What follows belongs to an exercise in optimizing a design on an open flow for small area; a production flow would make more cautious choices.
The RTL was checked by simulation tests, not by an equivalence proof against the original design.
The clock port is modelled as an ideal driver, which makes a skipped or thinned clock tree look cheaper than it is; a real chip needs a root buffer or a tree.
Power and IR drop assume default switching activity.

## v17
==> flow/design.v (excerpt) <==
module Snake (
  input wire clk,
  input reset, left, right, up, down,
  output h_sync, v_sync,
  output [3:0] red, green, blue
);
Size in the first run: about 730 cells after synthesis, ~130 flip-flops, roughly 20 I/O pins, roughly 7500 sq um of cells after synthesis.
clock: 10.0 ns
lec_check: 0
cap_margin: 20
core_margin: 2
core_utilization: 40
slew_margin: 20
standard.sh (not shown) runs the stock make flow with config.mk's settings and CLKGATE_MAP_FILE= SYNTH_SCRIPT=/design/flow/synth_recipe.tcl, a recipe that flattens the netlist after the stock synthesis.
==> flow/flow/run.sh <==
#!/bin/bash
# The standard layout (standard.sh, standard synthesis unchanged), with two
# changes: the ports get the smallest buffer (buf_1), and the clock tree is
# built by flow/cts_manual.tcl instead of TritonCTS: the clock port drives one
# root buffer, which drives eight leaf buffers, each driving one of eight
# groups of flip-flops made by recursive bisection of their placement.
set -euo pipefail
export BUFFER_PORTS_ARGS="-buffer_cell sky130_fd_sc_hd__buf_1"
export PRE_CTS_TCL="$PWD/flow/cts_manual.tcl"
export MCTS_NLEAF=8
export MCTS_MODE=bisect
export MCTS_ROOT=sky130_fd_sc_hd__clkbuf_8
export MCTS_BUF=sky130_fd_sc_hd__clkbuf_8
bash standard.sh > standard.log 2>&1
==> flow/flow/cts_manual.tcl <==
# Recursive bisection of the sinks into nleaf groups (nleaf a power of two):
# split at the median of the longer side of the group's bounding box.
proc mcts_bisect_rec { idx sinks nleaf base } {
  if {$nleaf <= 1} {
    set r {}
    foreach i $idx { lappend r $i $base }
    return $r
  }
  set xs {}; set ys {}
  foreach i $idx { lappend xs [lindex $sinks $i 1]; lappend ys [lindex $sinks $i 2] }
  set xs [lsort -integer $xs]; set ys [lsort -integer $ys]
  set w [expr {[lindex $xs end] - [lindex $xs 0]}]
  set h [expr {[lindex $ys end] - [lindex $ys 0]}]
  set col [expr {$w >= $h ? 1 : 2}]
  set pairs {}
  foreach i $idx { lappend pairs [list $i [lindex $sinks $i $col]] }
  set pairs [lsort -integer -index 1 $pairs]
  set half [expr {[llength $pairs] / 2}]
  set a {}; set b {}
  set k 0
  foreach p $pairs { if {$k < $half} { lappend a [lindex $p 0] } else { lappend b [lindex $p 0] }; incr k }
  set n2 [expr {$nleaf / 2}]
  return [concat [mcts_bisect_rec $a $sinks $n2 $base] [mcts_bisect_rec $b $sinks $n2 [expr {$base + $n2}]]]
}
proc mcts_bisect { sinks nleaf } {
  set idx {}
  for {set i 0} {$i < [llength $sinks]} {incr i} { lappend idx $i }
  set r [mcts_bisect_rec $idx $sinks $nleaf 0]
  set asg [lrepeat [llength $sinks] 0]
  foreach {i k} $r { lset asg $i $k }
  return $asg
}

# Replaces TritonCTS with a one-level clock tree: the clock port drives NLEAF
# buffers, each driving one spatial cluster of the clock sinks.
proc clock_tree_synthesis { args } {
  set nleaf [expr { [info exists ::env(MCTS_NLEAF)] ? $::env(MCTS_NLEAF) : 4 }]
  set bufname [expr { [info exists ::env(MCTS_BUF)] ? $::env(MCTS_BUF) : "sky130_fd_sc_hd__clkbuf_8" }]
  set db [ord::get_db]
  set block [ord::get_db_block]
  set master [$db findMaster $bufname]
  set clk [$block findNet clk]
  set sinks {}
  foreach it [$clk getITerms] {
    set inst [$it getInst]
    set bb [$inst getBBox]
    lappend sinks [list $it [expr {([$bb xMin] + [$bb xMax]) / 2}] [expr {([$bb yMin] + [$bb yMax]) / 2}]]
  }
  set n [llength $sinks]
  puts "manual cts: $n sinks, $nleaf leaves of $bufname"
  # k-means clustering, initial centres spread along a sort by x then y
  set sorted [lsort -integer -index 1 $sinks]
  set cx {}; set cy {}
  for {set k 0} {$k < $nleaf} {incr k} {
    set s [lindex $sorted [expr {int(($k + 0.5) * $n / $nleaf)}]]
    lappend cx [lindex $s 1]; lappend cy [lindex $s 2]
  }
  for {set iter 0} {$iter < 50} {incr iter} {
    # capacity-limited assignment: sink-centre pairs in order of distance
    set cap [expr {int(ceil(double($n) / $nleaf))}]
    set pairs {}
    set i 0
    foreach s $sinks {
      for {set k 0} {$k < $nleaf} {incr k} {
        lappend pairs [list [expr {abs([lindex $s 1] - [lindex $cx $k]) + abs([lindex $s 2] - [lindex $cy $k])}] $i $k]
      }
      incr i
    }
    set pairs [lsort -real -index 0 $pairs]
    set asg [lrepeat $n -1]
    set used [lrepeat $nleaf 0]
    foreach p $pairs {
      lassign $p d i k
      if {[lindex $asg $i] >= 0} continue
      if {[lindex $used $k] >= $cap} continue
      lset asg $i $k
      lset used $k [expr {[lindex $used $k] + 1}]
    }
    set assign $asg
    if {[info exists ::env(MCTS_MODE)] && $::env(MCTS_MODE) eq "bisect"} { set assign [mcts_bisect $sinks $nleaf] }
    set ncx {}; set ncy {}
    for {set k 0} {$k < $nleaf} {incr k} {
      set sx 0; set sy 0; set c 0
      foreach s $sinks a $assign { if {$a == $k} { set sx [expr {$sx + [lindex $s 1]}]; set sy [expr {$sy + [lindex $s 2]}]; incr c } }
      if {$c > 0} { lappend ncx [expr {$sx / $c}]; lappend ncy [expr {$sy / $c}] } else { lappend ncx [lindex $cx $k]; lappend ncy [lindex $cy $k] }
    }
    set cx $ncx; set cy $ncy
  }
  set src $clk
  if {[info exists ::env(MCTS_ROOT)] && $::env(MCTS_ROOT) ne ""} {
    set rinst [odb::dbInst_create $block [$db findMaster $::env(MCTS_ROOT)] "mcts_root"]
    set rnet [odb::dbNet_create $block "mcts_clknet_root"]
    $rnet setSigType CLOCK
    # move the port's sinks onto the root net
    [$rinst findITerm A] connect $clk
    [$rinst findITerm X] connect $rnet
    set sx 0; set sy 0
    foreach v $cx { set sx [expr {$sx + $v}] }
    foreach v $cy { set sy [expr {$sy + $v}] }
    $rinst setLocation [expr {int($sx / $nleaf)}] [expr {int($sy / $nleaf)}]
    $rinst setPlacementStatus PLACED
    set src $rnet
  }
  for {set k 0} {$k < $nleaf} {incr k} {
    set inst [odb::dbInst_create $block $master "mcts_leaf_$k"]
    set net [odb::dbNet_create $block "mcts_clknet_$k"]
    $net setSigType CLOCK
    [$inst findITerm A] connect $src
    [$inst findITerm X] connect $net
    $inst setLocation [expr {int([lindex $cx $k])}] [expr {int([lindex $cy $k])}]
    $inst setPlacementStatus PLACED
    set c 0
    foreach s $sinks a $assign {
      if {$a == $k} {
        set it [lindex $s 0]
        $it disconnect
        $it connect $net
        incr c
      }
    }
    puts "manual cts: leaf $k at ([lindex $cx $k], [lindex $cy $k]) drives $c sinks"
  }
  global_connect
}
--- input diff v17..v32 ---
diff --git a/flow/flow/run.sh b/flow/flow/run.sh
--- a/flow/flow/run.sh
+++ b/flow/flow/run.sh
@@ -11,3 +11,3 @@
 export MCTS_MODE=bisect
-export MCTS_ROOT=sky130_fd_sc_hd__clkbuf_8
+export MCTS_ROOT=sky130_fd_sc_hd__clkbuf_16
 export MCTS_BUF=sky130_fd_sc_hd__clkbuf_8
Notes after the runs:
Slack of the worst reg-to-reg path: v32 vs v17 — no meaningful difference
Between v17 and v32, the difference in via count is negligible.
v32 did not stop at any stage, and its layout met the timing, design-rule and antenna checks.
Re setup TNS after final layout: no difference whatsoever between v32 and v17.
The total length of routed wires was comparable across v17 and v32.
v17 and v32 ended up with nearly the same number of vias per cell after detailed routing.
Taking v17 as the reference, in v32 smallest setup slack after layout flat, layout overhead on the synthesized area flat, total power up 1.2%.
No run of this note takes its clock network from TritonCTS; it comes from the design's own scripts or RTL.

afterwards: timing with drivers on the ports:
In the flow no input, the clock included, has a driving cell. The finished layouts below were timed again as built, in two steps. Step 1, drivers: a clkbuf_16 drives clk and a buf_2 each remaining input, both assumed. Step 2, shift: input delay + t, output delay - t, t = (earliest + latest rising clock arrival at the registers) / 2. This alone moves slack from input paths to output paths. a / b / c = ideal ports / drivers / drivers and shift; a / b = the first two.
run	shift t [ns]	slack for setup (ns)	hold slack, ns	slew at the worst register clock pin (ns)	cell pins on the clock port's net
v17	0.433	2.686 / 2.686 / 2.686	0.335 / 0.335 / 0.335	0.11 / 0.11	1
v32	0.387	2.686 / 2.686 / 2.686	0.334 / 0.334 / 0.334	0.11 / 0.11	1
After both steps every run listed still meets setup and hold.
